Source: an optimization exercise on an open RTL-to-GDS flow (aim: small area and a short achievable clock period). Production flows keep margins and buffers that such runs may drop.
In this exercise RTL edits were held to simulation tests only and were not proved equivalent to the original.

==> flow/design.v (outline; a module is shown in full before it is edited, if it fits) <==
// module butterfly_top_module_8_point: 1015 lines
// module add16_sk: 70 lines
module butterfly_top_module_8_point(
    input clk,
    input rst,
    input new_input_flag,
    input [15:0] input_real0,
    input [15:0] input_real1,
    input [15:0] input_real2,
    input [15:0] input_real3,
    input [15:0] input_real4,
    input [15:0] input_real5,
    input [15:0] input_real6,
    input [15:0] input_real7,
    input [15:0] input_imag0,
    input [15:0] input_imag1,
    input [15:0] input_imag2,
    input [15:0] input_imag3,
    input [15:0] input_imag4,
    input [15:0] input_imag5,
    input [15:0] input_imag6,
    input [15:0] input_imag7,
    output [15:0] output_real0,
    output [15:0] output_real1,
    output [15:0] output_real2,
    output [15:0] output_real3,
    output [15:0] output_real4,
    output [15:0] output_real5,
    output [15:0] output_real6,
    output [15:0] output_real7,
    output [15:0] output_imag0,
    output [15:0] output_imag1,
    output [15:0] output_imag2,
    output [15:0] output_imag3,
    output [15:0] output_imag4,
    output [15:0] output_imag5,
    output [15:0] output_imag6,
    output [15:0] output_imag7,
    output fft_ready_flag
);
  // ...
==> flow/flow/run.sh <==
#!/bin/bash
set -euo pipefail
bash standard.sh SETUP_SLACK_MARGIN=6.5 finish > standard_sh.log 2>&1
==> flow/standard.sh <==
#!/bin/bash
# synth_recipe.tcl (not shown) runs the flow's synth.tcl, then flattens the netlist and writes it again
# the make line also repeats each setting of config.mk as NAME=value (left out here)
make -C /OpenROAD-flow-scripts/flow DESIGN_CONFIG=/design/flow/config.mk WORK_HOME=/design/flow/orfs CLKGATE_MAP_FILE= SYNTH_SCRIPT=/design/flow/synth_recipe.tcl "${@:-finish}"
==> flow/config.mk <==
export PLATFORM = sky130hd
export DESIGN_NAME = butterfly_top_module_8_point
export DESIGN_NICKNAME = butterfly_top_module_8_point
export VERILOG_FILES = /design/flow/design.v
export SDC_FILE = /design/flow/constraint.sdc
export NUM_CORES = 4
export LEC_CHECK = 0
export CAP_MARGIN = 20
export CORE_MARGIN = 2
export CORE_UTILIZATION = 40
export SLEW_MARGIN = 20
==> flow/constraint.sdc <==
create_clock -name core_clock -period 10.0 [get_ports {clk}]
set_input_delay 2.0000 -clock core_clock [delete_from_list [all_inputs] [get_ports {clk}]]
set_output_delay 2.0000 -clock core_clock [all_outputs]
set_load 0.01 [all_outputs]
==> run notes, run 1 <==
Synth top area share 0.2414; worst-path cell chain nor4_2, nand4_1, nand2_2, buf_6, buf_6, fa_2, fa_2, a211oi_4, o21ai_2, a21oi_2, o21bai_1, fa_2, ha_4, inv_2, o21bai_1, a41o_1, o311ai_4, or4b_1, o311ai_1; simple-gate share of the synthesized area 0.07674; cells after synthesis 7118; clock latency on the worst-skew pair 720 ps; Post-route DRC 0; Synth Area in Compound Gates 0.1099; CTS tree done; area delta synth->final 29.58%; Syn Nets ~9200; cell mode on critical path fa_2; status complete, no violations; first-pass GRT wire length 300.7 mm; Initial Util 0.4021; Critical Path Source l1_37i_1_p1[14]; critical path type register to register; sequential share of cell area 0.1758; number of synthesized flops with an enable pin 0; Die W just over 400 µm; vias in the first global route 51730; RSZ-0062 raised after global routing true; number of diodes 18; crit share post-route 0.4696; Yosys top cell by area ha_1; total CTS buffers slightly above 90; capturing element type of the critical path register; met2 wire length slightly below 100 mm; GRT busiest layer met2; 1st-iter DRT viols ~2100; CTS Buffer Depth 3; GR Layer Usage met3 0.02575
==> run 2: changes to the inputs <==
--- a/flow/design.v
+++ b/flow/design.v
@@ -49,227 +49,243 @@
   wire [15:0] x4i = input_imag4;
   wire [15:0] x5r = input_real5;
   wire [15:0] x5i = input_imag5;
   wire [15:0] x6r = input_real6;
   wire [15:0] x6i = input_imag6;
   wire [15:0] x7r = input_real7;
   wire [15:0] x7i = input_imag7;
   wire l1_04r_nz = |x4r[14:0];
-  wire l1_04r_pos = ~x4r[15] & l1_04r_nz;
-  wire l1_04r_mn = x4r[15] & ~l1_04r_nz;
+  wire [0:0] l1_04r_pos0 = ~x4r[15] & l1_04r_nz;
+  wire [0:0] l1_04r_mn0 = x4r[15] & ~l1_04r_nz;
+  wire l1_04r_pos = l1_04r_pos0;
+  wire l1_04r_mn = l1_04r_mn0;
   wire [15:0] l1_04r_s0 = ~(x0r ^ x4r);
   wire [15:0] l1_04r_c0 = x0r | x4r;
   wire [15:0] l1_04r_s1 = x0r ^ x4r;
   wire [15:0] l1_04r_c1 = ~x0r | x4r;
   wire [15:0] l1_04r_0;
   add16_sk u_l1_04r_0(.a(l1_04r_s0), .b({l1_04r_c0[14:0], ~l1_04r_pos}), .ci(l1_04r_mn), .y(l1_04r_0));
   wire [15:0] l1_04r_t1;
   add16_sk u_l1_04r_t1(.a(l1_04r_s1), .b({l1_04r_c1[14:0], ~l1_04r_pos}), .ci(l1_04r_mn), .y(l1_04r_t1));
   wire [15:0] l1_04r_1 = ~l1_04r_t1;
   wire l1_04i_nz = |x4i[14:0];
-  wire l1_04i_pos = ~x4i[15] & l1_04i_nz;
-  wire l1_04i_mn = x4i[15] & ~l1_04i_nz;
+  wire [0:0] l1_04i_pos0 = ~x4i[15] & l1_04i_nz;
+  wire [0:0] l1_04i_mn0 = x4i[15] & ~l1_04i_nz;
+  wire l1_04i_pos = l1_04i_pos0;
+  wire l1_04i_mn = l1_04i_mn0;
   wire [15:0] l1_04i_s0 = ~(x0i ^ x4i);
   wire [15:0] l1_04i_c0 = x0i | x4i;
   wire [15:0] l1_04i_s1 = x0i ^ x4i;
   wire [15:0] l1_04i_c1 = ~x0i | x4i;
   wire [15:0] l1_04i_0;
   add16_sk u_l1_04i_0(.a(l1_04i_s0), .b({l1_04i_c0[14:0], ~l1_04i_pos}), .ci(l1_04i_mn), .y(l1_04i_0));
   wire [15:0] l1_04i_t1;
   add16_sk u_l1_04i_t1(.a(l1_04i_s1), .b({l1_04i_c1[14:0], ~l1_04i_pos}), .ci(l1_04i_mn), .y(l1_04i_t1));
   wire [15:0] l1_04i_1 = ~l1_04i_t1;
   wire l1_26r_nz = |x6r[14:0];
-  wire l1_26r_pos = ~x6r[15] & l1_26r_nz;
-  wire l1_26r_mn = x6r[15] & ~l1_26r_nz;
+  wire [0:0] l1_26r_pos0 = ~x6r[15] & l1_26r_nz;
+  wire [0:0] l1_26r_mn0 = x6r[15] & ~l1_26r_nz;
+  wire l1_26r_pos = l1_26r_pos0;
+  wire l1_26r_mn = l1_26r_mn0;
   wire [15:0] l1_26r_s0 = ~(x2r ^ x6r);
   wire [15:0] l1_26r_c0 = x2r | x6r;
   wire [15:0] l1_26r_s1 = x2r ^ x6r;
   wire [15:0] l1_26r_c1 = ~x2r | x6r;
   wire [15:0] l1_26r_0;
   add16_sk u_l1_26r_0(.a(l1_26r_s0), .b({l1_26r_c0[14:0], ~l1_26r_pos}), .ci(l1_26r_mn), .y(l1_26r_0));
   wire [15:0] l1_26r_t1;
   add16_sk u_l1_26r_t1(.a(l1_26r_s1), .b({l1_26r_c1[14:0], ~l1_26r_pos}), .ci(l1_26r_mn), .y(l1_26r_t1));
   wire [15:0] l1_26r_1 = ~l1_26r_t1;
   wire l1_26i_nz = |x6i[14:0];
-  wire l1_26i_pos = ~x6i[15] & l1_26i_nz;
-  wire l1_26i_mn = x6i[15] & ~l1_26i_nz;
+  wire [0:0] l1_26i_pos0 = ~x6i[15] & l1_26i_nz;
+  wire [0:0] l1_26i_mn0 = x6i[15] & ~l1_26i_nz;
+  wire l1_26i_pos = l1_26i_pos0;
+  wire l1_26i_mn = l1_26i_mn0;
   wire [15:0] l1_26i_s0 = ~(x2i ^ x6i);
   wire [15:0] l1_26i_c0 = x2i | x6i;
   wire [15:0] l1_26i_s1 = x2i ^ x6i;
   wire [15:0] l1_26i_c1 = ~x2i | x6i;
   wire [15:0] l1_26i_0;
   add16_sk u_l1_26i_0(.a(l1_26i_s0), .b({l1_26i_c0[14:0], ~l1_26i_pos}), .ci(l1_26i_mn), .y(l1_26i_0));
   wire [15:0] l1_26i_t1;
   add16_sk u_l1_26i_t1(.a(l1_26i_s1), .b({l1_26i_c1[14:0], ~l1_26i_pos}), .ci(l1_26i_mn), .y(l1_26i_t1));
   wire [15:0] l1_26i_1 = ~l1_26i_t1;
   wire l1_15r_nz = |x5r[14:0];
-  wire l1_15r_pos = ~x5r[15] & l1_15r_nz;
-  wire l1_15r_mn = x5r[15] & ~l1_15r_nz;
+  wire [0:0] l1_15r_pos0 = ~x5r[15] & l1_15r_nz;
+  wire [0:0] l1_15r_mn0 = x5r[15] & ~l1_15r_nz;
+  wire l1_15r_pos = l1_15r_pos0;
+  wire l1_15r_mn = l1_15r_mn0;
   wire [15:0] l1_15r_s0 = ~(x1r ^ x5r);
   wire [15:0] l1_15r_c0 = x1r | x5r;
   wire [15:0] l1_15r_s1 = x1r ^ x5r;
   wire [15:0] l1_15r_c1 = ~x1r | x5r;
   wire [15:0] l1_15r_0;
   add16_sk u_l1_15r_0(.a(l1_15r_s0), .b({l1_15r_c0[14:0], ~l1_15r_pos}), .ci(l1_15r_mn), .y(l1_15r_0));
   wire [15:0] l1_15r_t1;
   add16_sk u_l1_15r_t1(.a(l1_15r_s1), .b({l1_15r_c1[14:0], ~l1_15r_pos}), .ci(l1_15r_mn), .y(l1_15r_t1));
   wire [15:0] l1_15r_1 = ~l1_15r_t1;
   wire l1_15i_nz = |x5i[14:0];
-  wire l1_15i_pos = ~x5i[15] & l1_15i_nz;
-  wire l1_15i_mn = x5i[15] & ~l1_15i_nz;
+  wire [0:0] l1_15i_pos0 = ~x5i[15] & l1_15i_nz;
+  wire [0:0] l1_15i_mn0 = x5i[15] & ~l1_15i_nz;
+  wire l1_15i_pos = l1_15i_pos0;
+  wire l1_15i_mn = l1_15i_mn0;
   wire [15:0] l1_15i_s0 = ~(x1i ^ x5i);
   wire [15:0] l1_15i_c0 = x1i | x5i;
   wire [15:0] l1_15i_s1 = x1i ^ x5i;
   wire [15:0] l1_15i_c1 = ~x1i | x5i;
   wire [15:0] l1_15i_0;
   add16_sk u_l1_15i_0(.a(l1_15i_s0), .b({l1_15i_c0[14:0], ~l1_15i_pos}), .ci(l1_15i_mn), .y(l1_15i_0));
   wire [15:0] l1_15i_t1;
   add16_sk u_l1_15i_t1(.a(l1_15i_s1), .b({l1_15i_c1[14:0], ~l1_15i_pos}), .ci(l1_15i_mn), .y(l1_15i_t1));
   wire [15:0] l1_15i_1 = ~l1_15i_t1;
   wire l1_37r_nz = |x7r[14:0];
-  wire l1_37r_pos = ~x7r[15] & l1_37r_nz;
-  wire l1_37r_mn = x7r[15] & ~l1_37r_nz;
+  wire [0:0] l1_37r_pos0 = ~x7r[15] & l1_37r_nz;
+  wire [0:0] l1_37r_mn0 = x7r[15] & ~l1_37r_nz;
+  wire l1_37r_pos = l1_37r_pos0;
+  wire l1_37r_mn = l1_37r_mn0;
   wire [15:0] l1_37r_s0 = ~(x3r ^ x7r);
   wire [15:0] l1_37r_c0 = x3r | x7r;
   wire [15:0] l1_37r_s1 = x3r ^ x7r;
   wire [15:0] l1_37r_c1 = ~x3r | x7r;
   wire [15:0] l1_37r_0;
   add16_sk u_l1_37r_0(.a(l1_37r_s0), .b({l1_37r_c0[14:0], ~l1_37r_pos}), .ci(l1_37r_mn), .y(l1_37r_0));
   wire [15:0] l1_37r_t1;
   add16_sk u_l1_37r_t1(.a(l1_37r_s1), .b({l1_37r_c1[14:0], ~l1_37r_pos}), .ci(l1_37r_mn), .y(l1_37r_t1));
   wire [15:0] l1_37r_1 = ~l1_37r_t1;
   wire l1_37i_nz = |x7i[14:0];
-  wire l1_37i_pos = ~x7i[15] & l1_37i_nz;
-  wire l1_37i_mn = x7i[15] & ~l1_37i_nz;
+  wire [0:0] l1_37i_pos0 = ~x7i[15] & l1_37i_nz;
+  wire [0:0] l1_37i_mn0 = x7i[15] & ~l1_37i_nz;
+  wire l1_37i_pos = l1_37i_pos0;
+  wire l1_37i_mn = l1_37i_mn0;
   wire [15:0] l1_37i_s0 = ~(x3i ^ x7i);
   wire [15:0] l1_37i_c0 = x3i | x7i;
   wire [15:0] l1_37i_s1 = x3i ^ x7i;
   wire [15:0] l1_37i_c1 = ~x3i | x7i;
   wire [15:0] l1_37i_0;
   add16_sk u_l1_37i_0(.a(l1_37i_s0), .b({l1_37i_c0[14:0], ~l1_37i_pos}), .ci(l1_37i_mn), .y(l1_37i_0));
   wire [15:0] l1_37i_t1;
   add16_sk u_l1_37i_t1(.a(l1_37i_s1), .b({l1_37i_c1[14:0], ~l1_37i_pos}), .ci(l1_37i_mn), .y(l1_37i_t1));
   wire [15:0] l1_37i_1 = ~l1_37i_t1;
   wire l2_02r_nz = |l1_26r_0_p1[14:0];
-  wire l2_02r_pos = ~l1_26r_0_p1[15] & l2_02r_nz;
-  wire l2_02r_mn = l1_26r_0_p1[15] & ~l2_02r_nz;
+  wire [0:0] l2_02r_pos0 = ~l1_26r_0_p1[15] & l2_02r_nz;
+  wire [0:0] l2_02r_mn0 = l1_26r_0_p1[15] & ~l2_02r_nz;
+  wire l2_02r_pos = l2_02r_pos0;
+  wire l2_02r_mn = l2_02r_mn0;
   wire [15:0] l2_02r_s0 = ~(l1_04r_0_p1 ^ l1_26r_0_p1);
   wire [15:0] l2_02r_c0 = l1_04r_0_p1 | l1_26r_0_p1;
   wire [15:0] l2_02r_s1 = l1_04r_0_p1 ^ l1_26r_0_p1;
   wire [15:0] l2_02r_c1 = ~l1_04r_0_p1 | l1_26r_0_p1;
   wire [15:0] l2_02r_0;
   add16_sk u_l2_02r_0(.a(l2_02r_s0), .b({l2_02r_c0[14:0], ~l2_02r_pos}), .ci(l2_02r_mn), .y(l2_02r_0));
   wire [15:0] l2_02r_t1;
   add16_sk u_l2_02r_t1(.a(l2_02r_s1), .b({l2_02r_c1[14:0], ~l2_02r_pos}), .ci(l2_02r_mn), .y(l2_02r_t1));
   wire [15:0] l2_02r_1 = ~l2_02r_t1;
   wire l2_02i_nz = |l1_26i_0_p1[14:0];
-  wire l2_02i_pos = ~l1_26i_0_p1[15] & l2_02i_nz;
-  wire l2_02i_mn = l1_26i_0_p1[15] & ~l2_02i_nz;
+  wire [0:0] l2_02i_pos0 = ~l1_26i_0_p1[15] & l2_02i_nz;
+  wire [0:0] l2_02i_mn0 = l1_26i_0_p1[15] & ~l2_02i_nz;
+  wire l2_02i_pos = l2_02i_pos0;
+  wire l2_02i_mn = l2_02i_mn0;
   wire [15:0] l2_02i_s0 = ~(l1_04i_0_p1 ^ l1_26i_0_p1);
   wire [15:0] l2_02i_c0 = l1_04i_0_p1 | l1_26i_0_p1;
   wire [15:0] l2_02i_s1 = l1_04i_0_p1 ^ l1_26i_0_p1;
   wire [15:0] l2_02i_c1 = ~l1_04i_0_p1 | l1_26i_0_p1;
   wire [15:0] l2_02i_0;
   add16_sk u_l2_02i_0(.a(l2_02i_s0), .b({l2_02i_c0[14:0], ~l2_02i_pos}), .ci(l2_02i_mn), .y(l2_02i_0));
   wire [15:0] l2_02i_t1;
   add16_sk u_l2_02i_t1(.a(l2_02i_s1), .b({l2_02i_c1[14:0], ~l2_02i_pos}), .ci(l2_02i_mn), .y(l2_02i_t1));
   wire [15:0] l2_02i_1 = ~l2_02i_t1;
   wire l2_46r_nz = |l1_26i_1_p1[14:0];
-  wire l2_46r_pos = ~l1_26i_1_p1[15] & l2_46r_nz;
-  wire l2_46r_mn = l1_26i_1_p1[15] & ~l2_46r_nz;
+  wire [0:0] l2_46r_pos0 = ~l1_26i_1_p1[15] & l2_46r_nz;
+  wire [0:0] l2_46r_mn0 = l1_26i_1_p1[15] & ~l2_46r_nz;
+  wire l2_46r_pos = l2_46r_pos0;
+  wire l2_46r_mn = l2_46r_mn0;
   wire [15:0] l2_46r_s0 = ~(l1_04r_1_p1 ^ l1_26i_1_p1);
   wire [15:0] l2_46r_c0 = l1_04r_1_p1 | l1_26i_1_p1;
   wire [15:0] l2_46r_s1 = l1_04r_1_p1 ^ l1_26i_1_p1;
   wire [15:0] l2_46r_c1 = ~l1_04r_1_p1 | l1_26i_1_p1;
   wire [15:0] l2_46r_0;
   add16_sk u_l2_46r_0(.a(l2_46r_s0), .b({l2_46r_c0[14:0], ~l2_46r_pos}), .ci(l2_46r_mn), .y(l2_46r_0));
   wire [15:0] l2_46r_t1;
   add16_sk u_l2_46r_t1(.a(l2_46r_s1), .b({l2_46r_c1[14:0], ~l2_46r_pos}), .ci(l2_46r_mn), .y(l2_46r_t1));
   wire [15:0] l2_46r_1 = ~l2_46r_t1;
   wire [15:0] l2_46i_0;
   add16_sk u_l2_46i_0(.a(l1_04i_1_p1), .b(~l1_26r_1_p1), .ci(~l1_26r_1_p1[15]), .y(l2_46i_0));
   wire [15:0] l2_46i_1;
   add16_sk u_l2_46i_1(.a(l1_04i_1_p1), .b(l1_26r_1_p1), .ci(l1_26r_1_p1[15]), .y(l2_46i_1));
   wire l2_13r_nz = |l1_37r_0_p1[14:0];
-  wire l2_13r_pos = ~l1_37r_0_p1[15] & l2_13r_nz;
-  wire l2_13r_mn = l1_37r_0_p1[15] & ~l2_13r_nz;
+  wire [0:0] l2_13r_pos0 = ~l1_37r_0_p1[15] & l2_13r_nz;
+  wire [0:0] l2_13r_mn0 = l1_37r_0_p1[15] & ~l2_13r_nz;
+  wire l2_13r_pos = l2_13r_pos0;
+  wire l2_13r_mn = l2_13r_mn0;
   wire [15:0] l2_13r_s0 = ~(l1_15r_0_p1 ^ l1_37r_0_p1);
   wire [15:0] l2_13r_c0 = l1_15r_0_p1 | l1_37r_0_p1;
   wire [15:0] l2_13r_s1 = l1_15r_0_p1 ^ l1_37r_0_p1;
   wire [15:0] l2_13r_c1 = ~l1_15r_0_p1 | l1_37r_0_p1;
   wire [15:0] l2_13r_0;
   add16_sk u_l2_13r_0(.a(l2_13r_s0), .b({l2_13r_c0[14:0], ~l2_13r_pos}), .ci(l2_13r_mn), .y(l2_13r_0));
   wire [15:0] l2_13r_t1;
   add16_sk u_l2_13r_t1(.a(l2_13r_s1), .b({l2_13r_c1[14:0], ~l2_13r_pos}), .ci(l2_13r_mn), .y(l2_13r_t1));
   wire [15:0] l2_13r_1 = ~l2_13r_t1;
   wire l2_13i_nz = |l1_37i_0_p1[14:0];
-  wire l2_13i_pos = ~l1_37i_0_p1[15] & l2_13i_nz;
-  wire l2_13i_mn = l1_37i_0_p1[15] & ~l2_13i_nz;
+  wire [0:0] l2_13i_pos0 = ~l1_37i_0_p1[15] & l2_13i_nz;
+  wire [0:0] l2_13i_mn0 = l1_37i_0_p1[15] & ~l2_13i_nz;
+  wire l2_13i_pos = l2_13i_pos0;
+  wire l2_13i_mn = l2_13i_mn0;
   wire [15:0] l2_13i_s0 = ~(l1_15i_0_p1 ^ l1_37i_0_p1);
   wire [15:0] l2_13i_c0 = l1_15i_0_p1 | l1_37i_0_p1;
   wire [15:0] l2_13i_s1 = l1_15i_0_p1 ^ l1_37i_0_p1;
   wire [15:0] l2_13i_c1 = ~l1_15i_0_p1 | l1_37i_0_p1;
   wire [15:0] l2_13i_0;
   add16_sk u_l2_13i_0(.a(l2_13i_s0), .b({l2_13i_c0[14:0], ~l2_13i_pos}), .ci(l2_13i_mn), .y(l2_13i_0));
   wire [15:0] l2_13i_t1;
   add16_sk u_l2_13i_t1(.a(l2_13i_s1), .b({l2_13i_c1[14:0], ~l2_13i_pos}), .ci(l2_13i_mn), .y(l2_13i_t1));
   wire [15:0] l2_13i_1 = ~l2_13i_t1;
   wire l2_57r_nz = |l1_37i_1_p1[14:0];
-  wire l2_57r_pos = ~l1_37i_1_p1[15] & l2_57r_nz;
-  wire l2_57r_mn = l1_37i_1_p1[15] & ~l2_57r_nz;
+  wire [0:0] l2_57r_pos0 = ~l1_37i_1_p1[15] & l2_57r_nz;
+  wire [0:0] l2_57r_mn0 = l1_37i_1_p1[15] & ~l2_57r_nz;
+  wire l2_57r_pos = l2_57r_pos0;
+  wire l2_57r_mn = l2_57r_mn0;
   wire [15:0] l2_57r_s0 = ~(l1_15r_1_p1 ^ l1_37i_1_p1);
   wire [15:0] l2_57r_c0 = l1_15r_1_p1 | l1_37i_1_p1;
   wire [15:0] l2_57r_s1 = l1_15r_1_p1 ^ l1_37i_1_p1;
   wire [15:0] l2_57r_c1 = ~l1_15r_1_p1 | l1_37i_1_p1;
   wire [15:0] l2_57r_0;
   add16_sk u_l2_57r_0(.a(l2_57r_s0), .b({l2_57r_c0[14:0], ~l2_57r_pos}), .ci(l2_57r_mn), .y(l2_57r_0));
   wire [15:0] l2_57r_t1;
   add16_sk u_l2_57r_t1(.a(l2_57r_s1), .b({l2_57r_c1[14:0], ~l2_57r_pos}), .ci(l2_57r_mn), .y(l2_57r_t1));
   wire [15:0] l2_57r_1 = ~l2_57r_t1;
   wire [15:0] l2_57i_0;
   add16_sk u_l2_57i_0(.a(l1_15i_1_p1), .b(~l1_37r_1_p1), .ci(~l1_37r_1_p1[15]), .y(l2_57i_0));
   wire [15:0] l2_57i_1;
   add16_sk u_l2_57i_1(.a(l1_15i_1_p1), .b(l1_37r_1_p1), .ci(l1_37r_1_p1[15]), .y(l2_57i_1));
-  wire l3_04r_nz = |l2_13r_0_p2[14:0];
-  wire l3_04r_pos = ~l2_13r_0_p2[15] & l3_04r_nz;
-  wire l3_04r_mn = l2_13r_0_p2[15] & ~l3_04r_nz;
-  wire [15:0] l3_04r_s0 = ~(l2_02r_0_p2 ^ l2_13r_0_p2);
-  wire [15:0] l3_04r_c0 = l2_02r_0_p2 | l2_13r_0_p2;
-  wire [15:0] l3_04r_s1 = l2_02r_0_p2 ^ l2_13r_0_p2;
-  wire [15:0] l3_04r_c1 = ~l2_02r_0_p2 | l2_13r_0_p2;
+  wire l3_04r_g_nz = |l2_13r_0_p2[14:0];
+  wire l3_04r_g_pos = ~l2_13r_0_p2[15] & l3_04r_g_nz;
+  wire l3_04r_g_mn = l2_13r_0_p2[15] & ~l3_04r_g_nz;
+  wire [15:0] l3_04r_g = {l2_13r_0_p2[15] ^ (l3_04r_g_pos & ~|l2_13r_0_p2[14:0]), l2_13r_0_p2[14] ^ (l3_04r_g_pos & ~|l2_13r_0_p2[13:0]), l2_13r_0_p2[13] ^ (l3_04r_g_pos & ~|l2_13r_0_p2[12:0]), l2_13r_0_p2[12] ^ (l3_04r_g_pos & ~|l2_13r_0_p2[11:0]), l2_13r_0_p2[11] ^ (l3_04r_g_pos & ~|l2_13r_0_p2[10:0]), l2_13r_0_p2[10] ^ (l3_04r_g_pos & ~|l2_13r_0_p2[9:0]), l2_13r_0_p2[9] ^ (l3_04r_g_pos & ~|l2_13r_0_p2[8:0]), l2_13r_0_p2[8] ^ (l3_04r_g_pos & ~|l2_13r_0_p2[7:0]), l2_13r_0_p2[7] ^ (l3_04r_g_pos & ~|l2_13r_0_p2[6:0]), l2_13r_0_p2[6] ^ (l3_04r_g_pos & ~|l2_13r_0_p2[5:0]), l2_13r_0_p2[5] ^ (l3_04r_g_pos & ~|l2_13r_0_p2[4:0]), l2_13r_0_p2[4] ^ (l3_04r_g_pos & ~|l2_13r_0_p2[3:0]), l2_13r_0_p2[3] ^ (l3_04r_g_pos & ~|l2_13r_0_p2[2:0]), l2_13r_0_p2[2] ^ (l3_04r_g_pos & ~|l2_13r_0_p2[1:0]), l2_13r_0_p2[1] ^ (l3_04r_g_pos & ~|l2_13r_0_p2[0:0]), l2_13r_0_p2[0] ^ (l3_04r_g_pos | l3_04r_g_mn)};
   wire [15:0] l3_04r_0;
-  add16_sk u_l3_04r_0(.a(l3_04r_s0), .b({l3_04r_c0[14:0], ~l3_04r_pos}), .ci(l3_04r_mn), .y(l3_04r_0));
-  wire [15:0] l3_04r_t1;
-  add16_sk u_l3_04r_t1(.a(l3_04r_s1), .b({l3_04r_c1[14:0], ~l3_04r_pos}), .ci(l3_04r_mn), .y(l3_04r_t1));
-  wire [15:0] l3_04r_1 = ~l3_04r_t1;
-  wire l3_04i_nz = |l2_13i_0_p2[14:0];
-  wire l3_04i_pos = ~l2_13i_0_p2[15] & l3_04i_nz;
-  wire l3_04i_mn = l2_13i_0_p2[15] & ~l3_04i_nz;
-  wire [15:0] l3_04i_s0 = ~(l2_02i_0_p2 ^ l2_13i_0_p2);
-  wire [15:0] l3_04i_c0 = l2_02i_0_p2 | l2_13i_0_p2;
-  wire [15:0] l3_04i_s1 = l2_02i_0_p2 ^ l2_13i_0_p2;
-  wire [15:0] l3_04i_c1 = ~l2_02i_0_p2 | l2_13i_0_p2;
+  add16_sk u_l3_04r_0(.a(l2_02r_0_p2), .b(l3_04r_g), .ci(1'b0), .y(l3_04r_0));
+  wire [15:0] l3_04r_1;
+  add16_sk u_l3_04r_1(.a(l2_02r_0_p2), .b(~l3_04r_g), .ci(1'b1), .y(l3_04r_1));
+  wire l3_04i_g_nz = |l2_13i_0_p2[14:0];
+  wire l3_04i_g_pos = ~l2_13i_0_p2[15] & l3_04i_g_nz;
+  wire l3_04i_g_mn = l2_13i_0_p2[15] & ~l3_04i_g_nz;
+  wire [15:0] l3_04i_g = {l2_13i_0_p2[15] ^ (l3_04i_g_pos & ~|l2_13i_0_p2[14:0]), l2_13i_0_p2[14] ^ (l3_04i_g_pos & ~|l2_13i_0_p2[13:0]), l2_13i_0_p2[13] ^ (l3_04i_g_pos & ~|l2_13i_0_p2[12:0]), l2_13i_0_p2[12] ^ (l3_04i_g_pos & ~|l2_13i_0_p2[11:0]), l2_13i_0_p2[11] ^ (l3_04i_g_pos & ~|l2_13i_0_p2[10:0]), l2_13i_0_p2[10] ^ (l3_04i_g_pos & ~|l2_13i_0_p2[9:0]), l2_13i_0_p2[9] ^ (l3_04i_g_pos & ~|l2_13i_0_p2[8:0]), l2_13i_0_p2[8] ^ (l3_04i_g_pos & ~|l2_13i_0_p2[7:0]), l2_13i_0_p2[7] ^ (l3_04i_g_pos & ~|l2_13i_0_p2[6:0]), l2_13i_0_p2[6] ^ (l3_04i_g_pos & ~|l2_13i_0_p2[5:0]), l2_13i_0_p2[5] ^ (l3_04i_g_pos & ~|l2_13i_0_p2[4:0]), l2_13i_0_p2[4] ^ (l3_04i_g_pos & ~|l2_13i_0_p2[3:0]), l2_13i_0_p2[3] ^ (l3_04i_g_pos & ~|l2_13i_0_p2[2:0]), l2_13i_0_p2[2] ^ (l3_04i_g_pos & ~|l2_13i_0_p2[1:0]), l2_13i_0_p2[1] ^ (l3_04i_g_pos & ~|l2_13i_0_p2[0:0]), l2_13i_0_p2[0] ^ (l3_04i_g_pos | l3_04i_g_mn)};
   wire [15:0] l3_04i_0;
-  add16_sk u_l3_04i_0(.a(l3_04i_s0), .b({l3_04i_c0[14:0], ~l3_04i_pos}), .ci(l3_04i_mn), .y(l3_04i_0));
-  wire [15:0] l3_04i_t1;
-  add16_sk u_l3_04i_t1(.a(l3_04i_s1), .b({l3_04i_c1[14:0], ~l3_04i_pos}), .ci(l3_04i_mn), .y(l3_04i_t1));
-  wire [15:0] l3_04i_1 = ~l3_04i_t1;
-  wire l3_26r_nz = |l2_13i_1_p2[14:0];
-  wire l3_26r_pos = ~l2_13i_1_p2[15] & l3_26r_nz;
-  wire l3_26r_mn = l2_13i_1_p2[15] & ~l3_26r_nz;
-  wire [15:0] l3_26r_s0 = ~(l2_02r_1_p2 ^ l2_13i_1_p2);
-  wire [15:0] l3_26r_c0 = l2_02r_1_p2 | l2_13i_1_p2;
-  wire [15:0] l3_26r_s1 = l2_02r_1_p2 ^ l2_13i_1_p2;
-  wire [15:0] l3_26r_c1 = ~l2_02r_1_p2 | l2_13i_1_p2;
+  add16_sk u_l3_04i_0(.a(l2_02i_0_p2), .b(l3_04i_g), .ci(1'b0), .y(l3_04i_0));
+  wire [15:0] l3_04i_1;
+  add16_sk u_l3_04i_1(.a(l2_02i_0_p2), .b(~l3_04i_g), .ci(1'b1), .y(l3_04i_1));
+  wire l3_26r_g_nz = |l2_13i_1_p2[14:0];
+  wire l3_26r_g_pos = ~l2_13i_1_p2[15] & l3_26r_g_nz;
+  wire l3_26r_g_mn = l2_13i_1_p2[15] & ~l3_26r_g_nz;
+  wire [15:0] l3_26r_g = {l2_13i_1_p2[15] ^ (l3_26r_g_pos & ~|l2_13i_1_p2[14:0]), l2_13i_1_p2[14] ^ (l3_26r_g_pos & ~|l2_13i_1_p2[13:0]), l2_13i_1_p2[13] ^ (l3_26r_g_pos & ~|l2_13i_1_p2[12:0]), l2_13i_1_p2[12] ^ (l3_26r_g_pos & ~|l2_13i_1_p2[11:0]), l2_13i_1_p2[11] ^ (l3_26r_g_pos & ~|l2_13i_1_p2[10:0]), l2_13i_1_p2[10] ^ (l3_26r_g_pos & ~|l2_13i_1_p2[9:0]), l2_13i_1_p2[9] ^ (l3_26r_g_pos & ~|l2_13i_1_p2[8:0]), l2_13i_1_p2[8] ^ (l3_26r_g_pos & ~|l2_13i_1_p2[7:0]), l2_13i_1_p2[7] ^ (l3_26r_g_pos & ~|l2_13i_1_p2[6:0]), l2_13i_1_p2[6] ^ (l3_26r_g_pos & ~|l2_13i_1_p2[5:0]), l2_13i_1_p2[5] ^ (l3_26r_g_pos & ~|l2_13i_1_p2[4:0]), l2_13i_1_p2[4] ^ (l3_26r_g_pos & ~|l2_13i_1_p2[3:0]), l2_13i_1_p2[3] ^ (l3_26r_g_pos & ~|l2_13i_1_p2[2:0]), l2_13i_1_p2[2] ^ (l3_26r_g_pos & ~|l2_13i_1_p2[1:0]), l2_13i_1_p2[1] ^ (l3_26r_g_pos & ~|l2_13i_1_p2[0:0]), l2_13i_1_p2[0] ^ (l3_26r_g_pos | l3_26r_g_mn)};
   wire [15:0] l3_26r_0;
-  add16_sk u_l3_26r_0(.a(l3_26r_s0), .b({l3_26r_c0[14:0], ~l3_26r_pos}), .ci(l3_26r_mn), .y(l3_26r_0));
-  wire [15:0] l3_26r_t1;
-  add16_sk u_l3_26r_t1(.a(l3_26r_s1), .b({l3_26r_c1[14:0], ~l3_26r_pos}), .ci(l3_26r_mn), .y(l3_26r_t1));
-  wire [15:0] l3_26r_1 = ~l3_26r_t1;
+  add16_sk u_l3_26r_0(.a(l2_02r_1_p2), .b(l3_26r_g), .ci(1'b0), .y(l3_26r_0));
+  wire [15:0] l3_26r_1;
+  add16_sk u_l3_26r_1(.a(l2_02r_1_p2), .b(~l3_26r_g), .ci(1'b1), .y(l3_26r_1));
   wire [15:0] l3_26i_0;
   add16_sk u_l3_26i_0(.a(l2_02i_1_p2), .b(~l2_13r_1_p2), .ci(~l2_13r_1_p2[15]), .y(l3_26i_0));
   wire [15:0] l3_26i_1;
   add16_sk u_l3_26i_1(.a(l2_02i_1_p2), .b(l2_13r_1_p2), .ci(l2_13r_1_p2[15]), .y(l3_26i_1));
   wire [16:0] s5 = {l2_57r_0[15],l2_57r_0} + {l2_57i_0[15],l2_57i_0};
   wire [16:0] d5 = {l2_57i_0[15],l2_57i_0} - {l2_57r_0[15],l2_57r_0};
   wire ms5_s1 = s5_p2[3] ^ s5_p2[5];
   wire ms5_c1 = s5_p2[3] & s5_p2[5];
@@ -558,17 +574,17 @@
   wire md5_s70 = d5_p2[15] ^ 1'b1;
   wire md5_c70 = d5_p2[15] & 1'b1;
   wire [29:0] md5_X = {md5_c70, md5_c69, md5_c68, md5_c67, md5_c66, md5_c65, md5_c64, md5_c63, md5_c62, md5_c61, md5_c60, md5_c59, md5_c58, md5_c57, md5_c56, md5_c55, md5_c54, md5_c53, md5_c52, md5_c51, md5_c50, md5_s50, d5_p2[1], d5_p2[0], d5_p2[5], d5_p2[4], d5_p2[3], d5_p2[2], d5_p2[1], d5_p2[0]};
   wire [29:0] md5_Y = {~d5_p2[16], md5_s70, md5_s69, md5_s68, md5_s67, md5_s66, md5_s65, md5_s64, md5_s63, md5_s62, md5_s61, md5_s60, md5_s59, md5_s58, md5_s57, md5_s56, md5_s55, md5_s54, md5_s53, md5_s52, md5_s51, d5_p2[8], d5_p2[7], d5_p2[6], 1'b0, 1'b0, 1'b0, 1'b0, 1'b0, 1'b0};
   wire [14:0] md5_lo = {1'b0, md5_X[13:0]} + {1'b0, md5_Y[13:0]};
   wire [0:0] md5_c = md5_lo[14];
   wire [15:0] md5_xh = md5_X[29:14];
   wire [15:0] md5_yh = md5_Y[29:14];
-  wire [0:0] nz5 = |s5[13:0];
+  wire [0:0] nz5 = |s5_p2[13:0];
   wire [16:0] s7 = {l2_57r_1[15],l2_57r_1} + {l2_57i_1[15],l2_57i_1};
   wire [16:0] d7 = {l2_57i_1[15],l2_57i_1} - {l2_57r_1[15],l2_57r_1};
   wire ms7_s1 = s7_p2[3] ^ s7_p2[5];
   wire ms7_c1 = s7_p2[3] & s7_p2[5];
   wire ms7_s2 = s7_p2[4] ^ s7_p2[6];
   wire ms7_c2 = s7_p2[4] & s7_p2[6];
   wire ms7_s3 = s7_p2[5] ^ s7_p2[7];
   wire ms7_c3 = s7_p2[5] & s7_p2[7];
@@ -853,17 +869,17 @@
   wire md7_s70 = d7_p2[15] ^ 1'b1;
   wire md7_c70 = d7_p2[15] & 1'b1;
   wire [29:0] md7_X = {md7_c70, md7_c69, md7_c68, md7_c67, md7_c66, md7_c65, md7_c64, md7_c63, md7_c62, md7_c61, md7_c60, md7_c59, md7_c58, md7_c57, md7_c56, md7_c55, md7_c54, md7_c53, md7_c52, md7_c51, md7_c50, md7_s50, d7_p2[1], d7_p2[0], d7_p2[5], d7_p2[4], d7_p2[3], d7_p2[2], d7_p2[1], d7_p2[0]};
   wire [29:0] md7_Y = {~d7_p2[16], md7_s70, md7_s69, md7_s68, md7_s67, md7_s66, md7_s65, md7_s64, md7_s63, md7_s62, md7_s61, md7_s60, md7_s59, md7_s58, md7_s57, md7_s56, md7_s55, md7_s54, md7_s53, md7_s52, md7_s51, d7_p2[8], d7_p2[7], d7_p2[6], 1'b0, 1'b0, 1'b0, 1'b0, 1'b0, 1'b0};
   wire [14:0] md7_lo = {1'b0, md7_X[13:0]} + {1'b0, md7_Y[13:0]};
   wire [0:0] md7_c = md7_lo[14];
   wire [15:0] md7_xh = md7_X[29:14];
   wire [15:0] md7_yh = md7_Y[29:14];
-  wire [0:0] nz7 = |s7[13:0];
+  wire [0:0] nz7 = |s7_p2[13:0];
   wire [15:0] y1r_rs = l2_46r_0_p2 ^ ms5_xh ^ ms5_yh;
   wire [15:0] y1r_rc = (l2_46r_0_p2 & ms5_xh) | (l2_46r_0_p2 & ms5_yh) | (ms5_xh & ms5_yh);
   wire [15:0] y1r;
   add16_sk u_y1r(.a(y1r_rs), .b({y1r_rc[14:0], ms5_c}), .ci(1'b0), .y(y1r));
   wire [15:0] y5r_rs = l2_46r_0_p2 ^ ~ms5_xh ^ ~ms5_yh;
   wire [15:0] y5r_rc = (l2_46r_0_p2 & ~ms5_xh) | (l2_46r_0_p2 & ~ms5_yh) | (~ms5_xh & ~ms5_yh);
   wire [15:0] y5r;
   add16_sk u_y5r(.a(y5r_rs), .b({y5r_rc[14:0], ~ms5_c}), .ci(1'b1), .y(y5r));
@@ -881,54 +897,53 @@
   add16_sk u_y3r(.a(y3r_rs), .b({y3r_rc[14:0], md7_c}), .ci(1'b0), .y(y3r));
   wire [15:0] y7r_rs = l2_46r_1_p2 ^ ~md7_xh ^ ~md7_yh;
   wire [15:0] y7r_rc = (l2_46r_1_p2 & ~md7_xh) | (l2_46r_1_p2 & ~md7_yh) | (~md7_xh & ~md7_yh);
   wire [15:0] y7r;
   add16_sk u_y7r(.a(y7r_rs), .b({y7r_rc[14:0], ~md7_c}), .ci(1'b1), .y(y7r));
   wire [15:0] y3i_rs = l2_46i_1_p2 ^ ~ms7_xh ^ ~ms7_yh;
   wire [15:0] y3i_rc = (l2_46i_1_p2 & ~ms7_xh) | (l2_46i_1_p2 & ~ms7_yh) | (~ms7_xh & ~ms7_yh);
   wire [15:0] y3i;
-  add16_sk u_y3i(.a(y3i_rs), .b({y3i_rc[14:0], ~ms7_c}), .ci(~nz7_p2), .y(y3i));
+  add16_sk u_y3i(.a(y3i_rs), .b({y3i_rc[14:0], ~ms7_c}), .ci(~nz7), .y(y3i));
   wire [15:0] y7i_rs = l2_46i_1_p2 ^ ms7_xh ^ ms7_yh;
   wire [15:0] y7i_rc = (l2_46i_1_p2 & ms7_xh) | (l2_46i_1_p2 & ms7_yh) | (ms7_xh & ms7_yh);
   wire [15:0] y7i;
-  add16_sk u_y7i(.a(y7i_rs), .b({y7i_rc[14:0], ms7_c}), .ci(nz7_p2), .y(y7i));
+  add16_sk u_y7i(.a(y7i_rs), .b({y7i_rc[14:0], ms7_c}), .ci(nz7), .y(y7i));
   reg [15:0] l1_04r_0_p1;
   reg [15:0] l1_26r_0_p1;
   reg [15:0] l1_04i_0_p1;
   reg [15:0] l1_26i_0_p1;
   reg [15:0] l1_04r_1_p1;
   reg [15:0] l1_26i_1_p1;
   reg [15:0] l1_26r_1_p1;
   reg [15:0] l1_04i_1_p1;
   reg [15:0] l1_15r_0_p1;
   reg [15:0] l1_37r_0_p1;
   reg [15:0] l1_15i_0_p1;
   reg [15:0] l1_37i_0_p1;
   reg [15:0] l1_15r_1_p1;
   reg [15:0] l1_37i_1_p1;
   reg [15:0] l1_37r_1_p1;
   reg [15:0] l1_15i_1_p1;
-  reg [15:0] l2_02r_0_p2;
   reg [15:0] l2_13r_0_p2;
-  reg [15:0] l2_02i_0_p2;
+  reg [15:0] l2_02r_0_p2;
   reg [15:0] l2_13i_0_p2;
-  reg [15:0] l2_02r_1_p2;
+  reg [15:0] l2_02i_0_p2;
   reg [15:0] l2_13i_1_p2;
+  reg [15:0] l2_02r_1_p2;
   reg [15:0] l2_13r_1_p2;
   reg [15:0] l2_02i_1_p2;
   reg [16:0] s5_p2;
   reg [16:0] d5_p2;
   reg [16:0] s7_p2;
   reg [16:0] d7_p2;
   reg [15:0] l2_46r_0_p2;
   reg [15:0] l2_46i_0_p2;
   reg [15:0] l2_46r_1_p2;
   reg [15:0] l2_46i_1_p2;
-  reg [0:0] nz7_p2;
   reg [15:0] l3_04r_0_p3;
   reg [15:0] l3_04i_0_p3;
   reg [15:0] y1r_p3;
   reg [15:0] y1i_p3;
   reg [15:0] l3_26r_0_p3;
   reg [15:0] l3_26i_0_p3;
   reg [15:0] y3r_p3;
   reg [15:0] y3i_p3;
@@ -952,33 +967,32 @@
     l1_15r_0_p1 <= l1_15r_0;
     l1_37r_0_p1 <= l1_37r_0;
     l1_15i_0_p1 <= l1_15i_0;
     l1_37i_0_p1 <= l1_37i_0;
     l1_15r_1_p1 <= l1_15r_1;
     l1_37i_1_p1 <= l1_37i_1;
     l1_37r_1_p1 <= l1_37r_1;
     l1_15i_1_p1 <= l1_15i_1;
-    l2_02r_0_p2 <= l2_02r_0;
     l2_13r_0_p2 <= l2_13r_0;
-    l2_02i_0_p2 <= l2_02i_0;
+    l2_02r_0_p2 <= l2_02r_0;
     l2_13i_0_p2 <= l2_13i_0;
-    l2_02r_1_p2 <= l2_02r_1;
+    l2_02i_0_p2 <= l2_02i_0;
     l2_13i_1_p2 <= l2_13i_1;
+    l2_02r_1_p2 <= l2_02r_1;
     l2_13r_1_p2 <= l2_13r_1;
     l2_02i_1_p2 <= l2_02i_1;
     s5_p2 <= s5;
     d5_p2 <= d5;
     s7_p2 <= s7;
     d7_p2 <= d7;
     l2_46r_0_p2 <= l2_46r_0;
     l2_46i_0_p2 <= l2_46i_0;
     l2_46r_1_p2 <= l2_46r_1;
     l2_46i_1_p2 <= l2_46i_1;
-    nz7_p2 <= nz7;
     l3_04r_0_p3 <= l3_04r_0;
     l3_04i_0_p3 <= l3_04i_0;
     y1r_p3 <= y1r;
     y1i_p3 <= y1i;
     l3_26r_0_p3 <= l3_26r_0;
     l3_26i_0_p3 <= l3_26i_0;
     y3r_p3 <= y3r;
     y3i_p3 <= y3i;
==> flow/flow/run.sh (replaced) <==
#!/bin/bash
# The standard layout (standard.sh), with the ports buffered by buf_1 cells instead of
# the larger clkdlybuf4s50_1 that buffer_ports picks on its own; every port still gets a buffer.
set -euo pipefail
bash standard.sh "BUFFER_PORTS_ARGS=-buffer_cell sky130_fd_sc_hd__buf_1" finish > standard_sh.log 2>&1
==> flow/config.mk (replaced) <==
export PLATFORM = sky130hd
export DESIGN_NAME = butterfly_top_module_8_point
export DESIGN_NICKNAME = butterfly_top_module_8_point
export VERILOG_FILES = /design/flow/design.v
export SDC_FILE = /design/flow/constraint.sdc
export NUM_CORES = 4
export LEC_CHECK = 0
export CAP_MARGIN = 20
export CORE_MARGIN = 2
export CORE_UTILIZATION = 75
export SETUP_SLACK_MARGIN = 5
export SLEW_MARGIN = 20
==> run 2 against run 1 <==
  * Now fails the layout checks on capacitance limit, slew limit
  * Hold slack improved by 22 ps
  * Cell area decreased by 16%
  * Area after synthesis decreased by 2.7%
  * First-iteration DRC count increased by 140%
  * Clock skew decreased by 9.9 ps
  * Sequential cell count unchanged
  * Non-clock buffer count decreased by 275
  * Wire length increased by 0.71%
  * Register-to-register slack got worse by 1500 ps
  * Clock-buffer cell count decreased by 9
  * Highest routed layer unchanged
==> run notes, run 2 <==
status failed layout checks (was complete, no violations); violated checks capacitance limit, slew limit; capturing element type of the critical path register (unchanged); register area share after synthesis 0.2310 (was 0.2248); worst r2r path cells 17 (was 19); Synth Register Bits 754 (unchanged); ys async rst share 0 (unchanged); min Tclk post-route 6188 ps (was 4696 ps); gpl congestion 1.059 (was 0.9349); H-tree depth 3 (unchanged); hold path start valid[1] (unchanged); Antenna Nets Post-Route 0 (unchanged); vias 52420 (was 49750); Yosys top cell by area ha_1 (unchanged); Reg2Reg Setup Slack 3810 ps (was 5300 ps); root buf cell clkbuf_16 (unchanged); Reg clk slew, reported paths 60 ps (was 70 ps); Syn Nets 8979 (was 9231); critical path type register to register (unchanged); total gr overflow 0 (unchanged); Synth top area share 0.2328 (was 0.2414); Detail Placement HPWL 148.3 mm (was 170.2 mm); Synth cell types 71 (was 77); Setup Viol. Count Final 0 (unchanged); vias in the first global route 52950 (was 51730); Row Count 108 (was 150); Post-DP Area 68560 µm² (was 76200 µm²); biggest regs d5_p2: 17 flops, d7_p2: 17 flops (unchanged); commonest non-fill, non-tap cell in the layout inv_1 (unchanged); Die Height 299.2 µm (was 413.8 µm); Inst Count DP 8586 (was 9805); initial antenna violation count 14 (was 25); IO Count 516 (unchanged); Setup Skew 24.48 ps (was 34.37 ps); largest net degree at the start of global routing 18 (was 15); max-slew violation count 2 (was 0); hold endpoint valid[2] (unchanged); area delta synth->final 11.45% (was 29.58%); Die W 299.2 µm (was 413.8 µm); top post-synthesis cells by count 1797 x inv_1, 1216 x ha_1, 754 x dfxtp_1 (was 1925 x inv_1, 1296 x ha_1, 754 x dfxtp_1); cells after synthesis 6952 (was 7118); number of synthesized flops with an enable pin 0 (unchanged); Placeable Area 86620 µm² (was 167000 µm²); CP Launch Type register (unchanged); Hold Path Stages 1 (unchanged); drt pass-1 iters 13 (was 5); Synth Cell Area 65350 µm² (was 67160 µm²); Reg2Reg Launch Point s5_p2[1] (was l1_37i_1_p1[14]); non-filler cells, final 8810 (was 10330); Avg WL per Cell 23.16 µm (was 19.61 µm); Via density 5.950 (was 4.815); 1st-iter DRT viols 4966 (was 2084); layout cells sized above 1 0.05726 (was 0.2123); main area contributors after synthesis ha_1 23%, dfxtp_1 23%, fa_1 17%, inv_1 10%, xnor2_1 5.9% (was ha_1 24%, dfxtp_1 22%, fa_1 17%, inv_1 11%, xnor2_1 4.8%); Final Hold Viols 0 (unchanged); HP Class register to register (unchanged); TNS Setup 0 ps (unchanged); CTS tree done (unchanged); top_reg_cell synth dfxtp_1 (unchanged); headroom to the max-slew limit -0.05494 (was 0.5022); syn_area_per_cell 9.400 µm² (was 9.435 µm²); Post-route DRC 0 (unchanged); die area 89510 µm² (was 171200 µm²); clock latency on the worst-skew pair 680 ps (was 720 ps); Max Fclk 0.1616 GHz (was 0.2130 GHz); worst r2r dst y1r_p3[11] (was s5_p2[13]); first-pass GRT wire length 283.8 mm (was 300.7 mm); TritonCTS Sinks 754 (unchanged); max-cap viol count 1 (was 0); RSZ-0062 raised after global routing true (unchanged); Initial Util 0.7544 (was 0.4021); Yosys warning total 1 (unchanged); total CTS buffers 84 (was 93); CTS Buffer Depth 3 (unchanged); Final Instance Area 72830 µm² (was 87030 µm²); GRT Total Usage 0.4101 (was 0.2325); worst-margin pin slew 1566 ps (was 741.4 ps); Max FO, Critical Path 5 (unchanged); most frequent cells in the layout 1776 x inv_1, 1196 x ha_1, 712 x dfxtp_1 (was 1824 x inv_1, 1164 x ha_1, 675 x dfxtp_1); CP required 10570 ps (was 10610 ps); DRT Wirelength 204.0 mm (was 202.6 mm); IO buf count 515 (unchanged); crit share post-route 0.6188 (was 0.4696); Crit path arrival time 6760 ps (was 5310 ps); nets 9606 (was 10150); most common cell in the netlist inv_1 (unchanged)
run 2: cell types whose count changed in the layout (fill, tap and decap cells not counted), moves of 108 or more:
cell / change
buf_4: -140
buf_1: +515
buf_6: -166
fa_1: +137
fa_2: -143
a21oi_1: +195
xnor2_1: +153
dlygate4sd2_1: -307
nand2_1: +108
run 2: metrics by stage:
step           hold slack (ps)  setup slack, ps    util
2_1_floorplan            413.8             5071       -
3_3_place_gp             420.5             4424  0.7915
3_5_place_dp             442.6             4304  0.7915
4_1_cts                  455.9             4913  0.8300
5_1_grt                  468.3             3837  0.8407
6_report                 467.6             3812  0.8408
run 2: cell type report:
class	instances	area, µm²
tap	1155	1445
fill	4742	13790
multi-input combinational	4364	44010
timing repair buffer	577	2431
clock inverter	46	573.1
clock buffer	110	2371
sequential	754	15210
inverter	1798	6770
antenna	6	15.01
run 2: repair_timing:
item                       CTS  global route
pin swaps                   26            70
setup endpoints to repair   78           101
hold buffers                 0             0
buffers inserted            18            44
gates resized for setup     88           161
gates cloned                 0             0
run 2: critical path, cell delays in order (launching register included):
cell,delay (ps)
dfxtp_4,360
buf_4,140
fa_1,470
ha_1,300
nor2b_1,180
o21ai_0,1200
nand2b_1,150
a21oi_1,370
o21ai_4,120
ha_1,260
fa_2,460
a211oi_2,260
or3_4,310
a21oi_2,130
o21ai_1,520
nand2b_1,250
a221oi_1,400
xnor2_1,190
run 2: cell families (layout without fill, tap and decap cells):
family                   Yosys count  after routing  synth area share
buffers and inverters           1834           2531            0.1059
adder cells (fa/ha/maj)         1768           1768            0.4019
XOR/XNOR                         624            624           0.08363
multiplexers                       1              1         0.0001532
AND/OR/NAND/NOR                  959            959           0.07662
flip-flops                       754            754            0.2310
other                              0              6                 0
AO/OA/AOI/OAI                   1012           1012            0.1008
run 2: how the worst max path moves through the flow:
stage                     from  cells past startpoint               to  slack (ps)
6_report              s5_p2[1]                     17       y1r_p3[11]        3810
5_1_grt               s5_p2[1]                     16       y1r_p3[11]        3840
4_1_cts               d7_p2[0]                     17       y3r_p3[15]        4910
3_5_place_dp   input_real7[11]                     13  l1_37r_0_p1[15]        4300
3_3_place_gp   input_real7[11]                     13  l1_37r_0_p1[15]        4420
2_1_floorplan         s7_p2[1]                     20       y3i_p3[15]        5070
run 2: routing by layer:
| layer | up-vias | wire length, µm | GRT usage | share of wire |
|---|---|---|---|---|
| met1 | 24990 | 72240 | 0.4738 | 0.35 |
| li1 | 23230 | - | - | - |
| met3 | 1163 | 19590 | 0.06494 | 0.096 |
| met2 | 3029 | 92980 | 0.6999 | 0.46 |
| met5 | - | 213 | 0 | 0.0010 |
| met4 | 16 | 19000 | 0.2845 | 0.093 |
==> run 3: changes to the inputs <==
--- a/flow/config.mk
+++ b/flow/config.mk
@@ -9,3 +9,3 @@
 export CORE_MARGIN = 2
-export CORE_UTILIZATION = 75
+export CORE_UTILIZATION = 66
 export SETUP_SLACK_MARGIN = 5
==> run 3 against run 2 <==
  * The run now finishes clean
  * Non-clock buffer count is 46 lower
  * Critical endpoint is now y1i_p3[13]
  * Cell area down 0.60%
  * Core utilization down 10 points
  * Hold slack worse by 29 ps
  * Register-to-register slack improved by 1300 ps
==> run notes, run 3 <==
drt pass-1 iters 7 (was 13); Hold-fix buffers, CTS 0 (unchanged); hold endpoint valid[2] (unchanged); min Tclk post-route 4858 ps (was 6188 ps); worst-margin pin slew 815.0 ps (was 1566 ps); Post-DP Area 68720 µm² (was 68560 µm²); Final Instance Area 72390 µm² (was 72830 µm²); die area 101500 µm² (was 89510 µm²); worst r2r path cells 17 (unchanged); Synth top area share 0.2328 (unchanged); Synth cell types 71 (unchanged); Detail Placement HPWL 145.1 mm (was 148.3 mm); largest net degree at the start of global routing 18 (unchanged); top post-synthesis cells by count 1797 x inv_1, 1216 x ha_1, 754 x dfxtp_1 (unchanged); syn_area_per_cell 9.400 µm² (unchanged); Die W 318.7 µm (was 299.2 µm); commonest non-fill, non-tap cell in the layout inv_1 (unchanged); status complete, no violations (was failed layout checks); layout cells sized above 1 0.04502 (was 0.05726); ys async rst share 0 (unchanged); GRT Total Usage 0.3322 (was 0.4101); Yosys warning total 1 (unchanged); area of the multi-input gates 43820 µm² (was 44010 µm²); gpl congestion 0.9967 (was 1.059); total gr overflow 0 (unchanged); Crit path arrival time 5460 ps (was 6760 ps); DRT Wirelength 169.3 mm (was 204.0 mm); main area contributors after synthesis ha_1 23%, dfxtp_1 23%, fa_1 17%, inv_1 10%, xnor2_1 5.9% (unchanged); critical path type register to register (unchanged); TritonCTS Sinks 754 (unchanged); Yosys top cell by area ha_1 (unchanged); IO buf count 515 (unchanged); H-tree depth 3 (unchanged); Antenna Nets Post-Route 0 (unchanged); top_reg_cell synth dfxtp_1 (unchanged); TNS Setup 0 ps (unchanged); Synth Register Bits 754 (unchanged); total CTS buffers 84 (unchanged); worst r2r dst y1i_p3[13] (was y1r_p3[11]); CP Launch Type register (unchanged); most frequent cells in the layout 1786 x inv_1, 1204 x ha_1, 715 x dfxtp_1 (was 1776 x inv_1, 1196 x ha_1, 712 x dfxtp_1); Syn Nets 8979 (unchanged); Setup Viol. Count Final 0 (unchanged); Initial Util 0.6650 (was 0.7544); RSZ-0062 raised after global routing false (was true); IO Count 516 (unchanged); Max Fclk 0.2058 GHz (was 0.1616 GHz); Sequential Area 15180 µm² (was 15210 µm²); Hold Path Stages 1 (unchanged); register area share after synthesis 0.2310 (unchanged); capturing element type of the critical path register (unchanged); Placeable Area 98280 µm² (was 86620 µm²); Post-route DRC 0 (unchanged); Synth Cell Area 65350 µm² (unchanged); Reg2Reg Launch Point d5_p2[7] (was s5_p2[1]); cells after synthesis 6952 (unchanged); 1st-iter DRT viols 2746 (was 4966); root buf cell clkbuf_16 (unchanged); Setup Skew 24.60 ps (was 24.48 ps); Die Height 318.7 µm (was 299.2 µm); vias 47630 (was 52420); most common cell in the netlist inv_1 (unchanged); WHS 438.2 ps (was 467.6 ps); nets 9560 (was 9606); Reg clk slew, reported paths 60 ps (about the same); HP Class register to register (unchanged); initial antenna violation count 13 (was 14); CTS Buffer Depth 3 (unchanged); CP required 10600 ps (was 10570 ps); Final Hold Viols 0 (unchanged); Avg WL per Cell 19.05 µm (was 23.16 µm); biggest regs d5_p2: 17 flops, d7_p2: 17 flops (unchanged); Via density 5.358 (was 5.950); area delta synth->final 10.78% (was 11.45%); CTS tree done (unchanged); first-pass GRT wire length 261.3 mm (was 283.8 mm); Max FO, Critical Path 5 (unchanged); clock latency on the worst-skew pair 680 ps (about the same); crit share post-route 0.4858 (was 0.6188); headroom to the max-slew limit 0.4516 (was -0.05494); number of synthesized flops with an enable pin 0 (unchanged); vias in the first global route 48780 (was 52950); max-slew violation count 0 (was 2); Row Count 115 (was 108); hold path start valid[1] (unchanged); max-cap viol count 0 (was 1); Fill cells 7485 (was 4742); Reg2Reg Setup Slack 5140 ps (was 3810 ps)
## run 3: cell counts after synthesis
Identical to the previous run, type by type.
## run 3: what timing repair did
| item | CTS | global route |
|---|---|---|
| pin swaps | 12 | 40 |
| cloned | 0 | 0 |
| gates resized for setup | 54 | 124 |
| setup buffers | 8 | 8 |
| endpoints found under the hold margin | 0 | 0 |
| setup endpoints to repair | 79 | 86 |
## run 3: layer usage
layer,GRT usage,share of wire
met1,0.4127,0.42
met2,0.5796,0.49
met3,0.04274,0.047
met4,0.1424,0.047
met5,0,0.00024
## run 3: worst max path at each step
stage          cells past startpoint  slack [ps]           start               to
2_1_floorplan                     20        5070        s7_p2[1]       y3i_p3[15]
3_3_place_gp                      13        4230  input_real7[7]  l1_37r_0_p1[15]
3_5_place_dp                      13        4150  input_real7[7]  l1_37r_0_p1[15]
4_1_cts                           16        4920        d7_p2[3]       y3r_p3[15]
5_1_grt                           14        4940        s5_p2[6]       y1r_p3[15]
6_report                          17        5140        d5_p2[7]       y1i_p3[13]
## run 3: cells by family after synthesis
logic type / after synthesis / share of synthesized area
adder cells (fa/ha/maj): 1768 / 0.4019
AO/OA/AOI/OAI: 1012 / 0.1008
XOR/XNOR: 624 / 0.08363
buffers and inverters: 1834 / 0.1059
AND/OR/NAND/NOR: 959 / 0.07662
flip-flops: 754 / 0.2310
multiplexers: 1 / 0.0001532
## run 3: cell type report
type | instances | area share
Antenna cell | 6 | 0.0002074
Clock buffer | 112 | 0.03325
Timing Repair Buffer | 531 | 0.02853
Inverter | 1798 | 0.09331
Sequential cell | 754 | 0.2097
Clock inverter | 37 | 0.007449
Tap cell | 1287 | 0.02224
Multi-Input combinational cell | 4364 | 0.6053
## run 3: per-stage QoR
stage,util,worst slack [ps],cells
2_1_floorplan,-,5071,6952
3_3_place_gp,0.6993,4231,8718
3_5_place_dp,0.6993,4151,8718
4_1_cts,0.7319,4919,8875
5_1_grt,0.7365,4938,8884
6_report,0.7366,5142,8889
## run 3: worst max-delay path, stage by stage, from the launching register on
cell	delay (ps)
dfxtp_4	390
ha_1	320
fa_1	510
inv_1	60
fa_1	520
inv_1	60
fa_1	580
inv_1	70
fa_1	590
ha_4	230
o21ai_0	150
nand2b_1	140
a31o_2	320
a311oi_4	350
buf_4	160
nor2_1	40
nor2_1	150
xnor2_1	130
==> run 4: changes to the inputs <==
--- a/flow/config.mk
+++ b/flow/config.mk
@@ -9,3 +9,3 @@
 export CORE_MARGIN = 2
-export CORE_UTILIZATION = 66
+export CORE_UTILIZATION = 60
 export SETUP_SLACK_MARGIN = 5
==> run 4 against run 3 <==
  * Cell area grew 0.39%
  * Cell count grew 1.6%
  * Die area increased by 9.9%
  * Sequential cell count stayed put
  * Critical path type unchanged
  * Critical endpoint is now y7i_p3[15]
==> run notes, run 4 <==
status complete, no violations (unchanged); worst setup margin 5152 ps (was 5142 ps); 1st-iter DRT viols 2502 (was 2746); H-tree depth 3 (unchanged); Max FO, Critical Path 5 (unchanged); Crit path arrival time 5440 ps (was 5460 ps); Final Hold Viols 0 (unchanged); syn_area_per_cell 9.400 µm² (unchanged); gpl congestion 1.022 (was 0.9967); nets 9569 (was 9560); Yosys warning total 1 (unchanged); total CTS buffers 87 (was 84); IO buf count 515 (unchanged); Placeable Area 108400 µm² (was 98280 µm²); vias in the first global route 47420 (was 48780); number of synthesized flops with an enable pin 0 (unchanged); RSZ-0062 raised after global routing true (was false); Detail Placement HPWL 146.8 mm (was 145.1 mm); first-pass GRT wire length 262.1 mm (was 261.3 mm); vias 46920 (was 47630); Syn Nets 8979 (unchanged); Synth top area share 0.2328 (unchanged); top_reg_cell synth dfxtp_1 (unchanged); Die Height 334.0 µm (was 318.7 µm); cells after synthesis 6952 (unchanged); crit share post-route 0.4848 (was 0.4858); IO Count 516 (unchanged); most common cell in the netlist inv_1 (unchanged); root buf cell clkbuf_16 (unchanged); Final Instance Area 72680 µm² (was 72390 µm²); Via density 5.194 (was 5.358); Antenna Nets Post-Route 0 (unchanged); Synth Cell Area 65350 µm² (unchanged); drt pass-1 iters 5 (was 7); max-cap viol count 0 (unchanged); CP Launch Type register (unchanged); TNS Setup 0 ps (unchanged); DRT Wirelength 170.4 mm (was 169.3 mm); Initial Util 0.6029 (was 0.6650); Fill cells 9109 (was 7485); Die W 334.0 µm (was 318.7 µm); layout cells sized above 1 0.04532 (was 0.04502); CTS Buffer Depth 3 (unchanged); clock latency on the worst-skew pair 680 ps (about the same); Synth Register Bits 754 (unchanged); Post-route DRC 0 (unchanged); Synth cell types 71 (unchanged); Avg WL per Cell 18.86 µm (was 19.05 µm); critical path type register to register (unchanged); headroom to the max-slew limit 0.4832 (was 0.4516); min Tclk post-route 4848 ps (was 4858 ps); main area contributors after synthesis ha_1 23%, dfxtp_1 23%, fa_1 17%, inv_1 10%, xnor2_1 5.9% (unchanged); Yosys top cell by area ha_1 (unchanged); initial antenna violation count 11 (was 13); ys async rst share 0 (unchanged); commonest non-fill, non-tap cell in the layout inv_1 (unchanged); biggest regs d5_p2: 17 flops, d7_p2: 17 flops (unchanged); area delta synth->final 11.21% (was 10.78%); max-slew violation count 0 (unchanged); capturing element type of the critical path register (unchanged); Setup Skew 20.98 ps (was 24.60 ps); top post-synthesis cells by count 1797 x inv_1, 1216 x ha_1, 754 x dfxtp_1 (unchanged); largest net degree at the start of global routing 18 (unchanged); Post-DP Area 68880 µm² (was 68720 µm²); Reg2Reg Setup Slack 5150 ps (was 5140 ps); die area 111600 µm² (was 101500 µm²); worst slack at placement 4192 ps (was 4151 ps); Setup Viol. Count Final 0 (unchanged); HP Class register to register (unchanged); CP required 10590 ps (was 10600 ps); worst-margin pin slew 768.6 ps (was 815.0 ps); most frequent cells in the layout 1788 x inv_1, 1206 x ha_1, 719 x dfxtp_1 (was 1786 x inv_1, 1204 x ha_1, 715 x dfxtp_1); GRT Total Usage 0.3054 (was 0.3322); Max Fclk 0.2063 GHz (was 0.2058 GHz); register area share after synthesis 0.2310 (unchanged); total gr overflow 0 (unchanged); Reg clk slew, reported paths 60 ps (about the same); TritonCTS Sinks 754 (unchanged); Row Count 121 (was 115); CTS tree done (unchanged)
## run 4: layout make-up
class / count / area [µm²] / area share
multi-input cells: 4364 / 43790 / 0.6025
diodes: 6 / 15.01 / 0.0002066
repair buffers: 537 / 2098 / 0.02887
inverters: 1798 / 6759 / 0.09300
clock buffers: 120 / 2502 / 0.03443
clock inverters: 39 / 569.3 / 0.007833
flip-flops and latches: 754 / 15180 / 0.2088
well taps: 1414 / 1769 / 0.02434
## run 4: logic make-up (layout without fill, tap and decap cells)
kind of cell	Yosys count	count (layout)	share of synthesized area
flops	754	754	0.2310
xor+xnor	624	624	0.08363
buf+inv	1834	2494	0.1059
simple gates	959	959	0.07662
mux	1	1	0.0001532
other cells	0	6	0
fa+ha+maj	1768	1768	0.4019
compound gates	1012	1012	0.1008
## run 4: final timing paths
| check | from | endpoint | cells after the start |
|---|---|---|---|
| max reg2reg | s7_p2[3] | y7i_p3[15] | 16 |
| min | valid[1] | valid[2] | 1 |
| min reg2reg | valid[1] | valid[2] | 1 |
| max | s7_p2[3] | y7i_p3[15] | 16 |
## run 4: worst max-delay path, stage by stage (launching register included)
cell and delay (ps):
dfxtp_4 390, inv_1 90, fa_1 500, fa_1 540, inv_1 50, fa_1 480
fa_1 590, inv_1 90, fa_2 420, fa_2 390, a21o_1 170, a21o_1 200
a21o_1 210, nand3_2 130, a21oi_2 100, or2_1 260, o211ai_1 170
## run 4: timing repair
item / CTS / global route
resized for setup: 54 / 116
setup endpoints to repair: 67 / 93
setup buffers: 8 / 14
hold buffers: 0 / 0
pin swaps: 12 / 38
## run 4: stage by stage
stage / util / instances / hold slack, ps
floorplan: - / 6952 / 413.8
global placement: 0.6355 / 8845 / 418.7
detailed placement: 0.6355 / 8845 / 427.2
CTS: 0.6660 / 9012 / 444.3
global route: 0.6704 / 9030 / 468.0
finish: 0.6705 / 9032 / 441.0
## run 4: per-layer routing
metal  wire length [µm]  GRT usage  vias up
li1                   -          -    23130
met1              74610     0.3977    22550
met2              82770     0.5297     1009
met3               7023    0.02905      222
met4               5945     0.1074        2
met5                 11          0        -

separate check: timing with driven ports:
No port has a modelled driver above. Below, the same layouts with a new extraction and two added sets of constraints.
Step 1 sets driving cells, clkbuf_16 on the clock port and buf_2 on the other inputs (assumed; they add their load-dependent delay and slew).
Step 2, shift: input delay + t, output delay - t, t = (earliest + latest rising clock arrival at the registers) / 2. This alone moves slack from input paths to output paths.
Slacks: ideal / step 1 / step 2; pairs: ideal / step 1.
run	shift t [ns]	slack for setup (ns)	worst hold slack (ns)	latest minus earliest clock arrival (ns)
run 1	0.786	5.304 / 5.304 / 4.979	0.446 / 0.446 / 0.446	0.035 / 0.036
run 2	0.748	3.812 / 3.812 / 3.812	0.468 / 0.468 / 0.468	0.025 / 0.024
run 3	0.754	5.142 / 5.142 / 4.519	0.438 / 0.438 / 0.438	0.032 / 0.033
run 4	0.746	5.152 / 5.152 / 4.471	0.441 / 0.441 / 0.441	0.032 / 0.032
For run 4, which loses most, drivers alone change the setup slack by 0.000 ns; drivers and shift together by -0.681 ns.
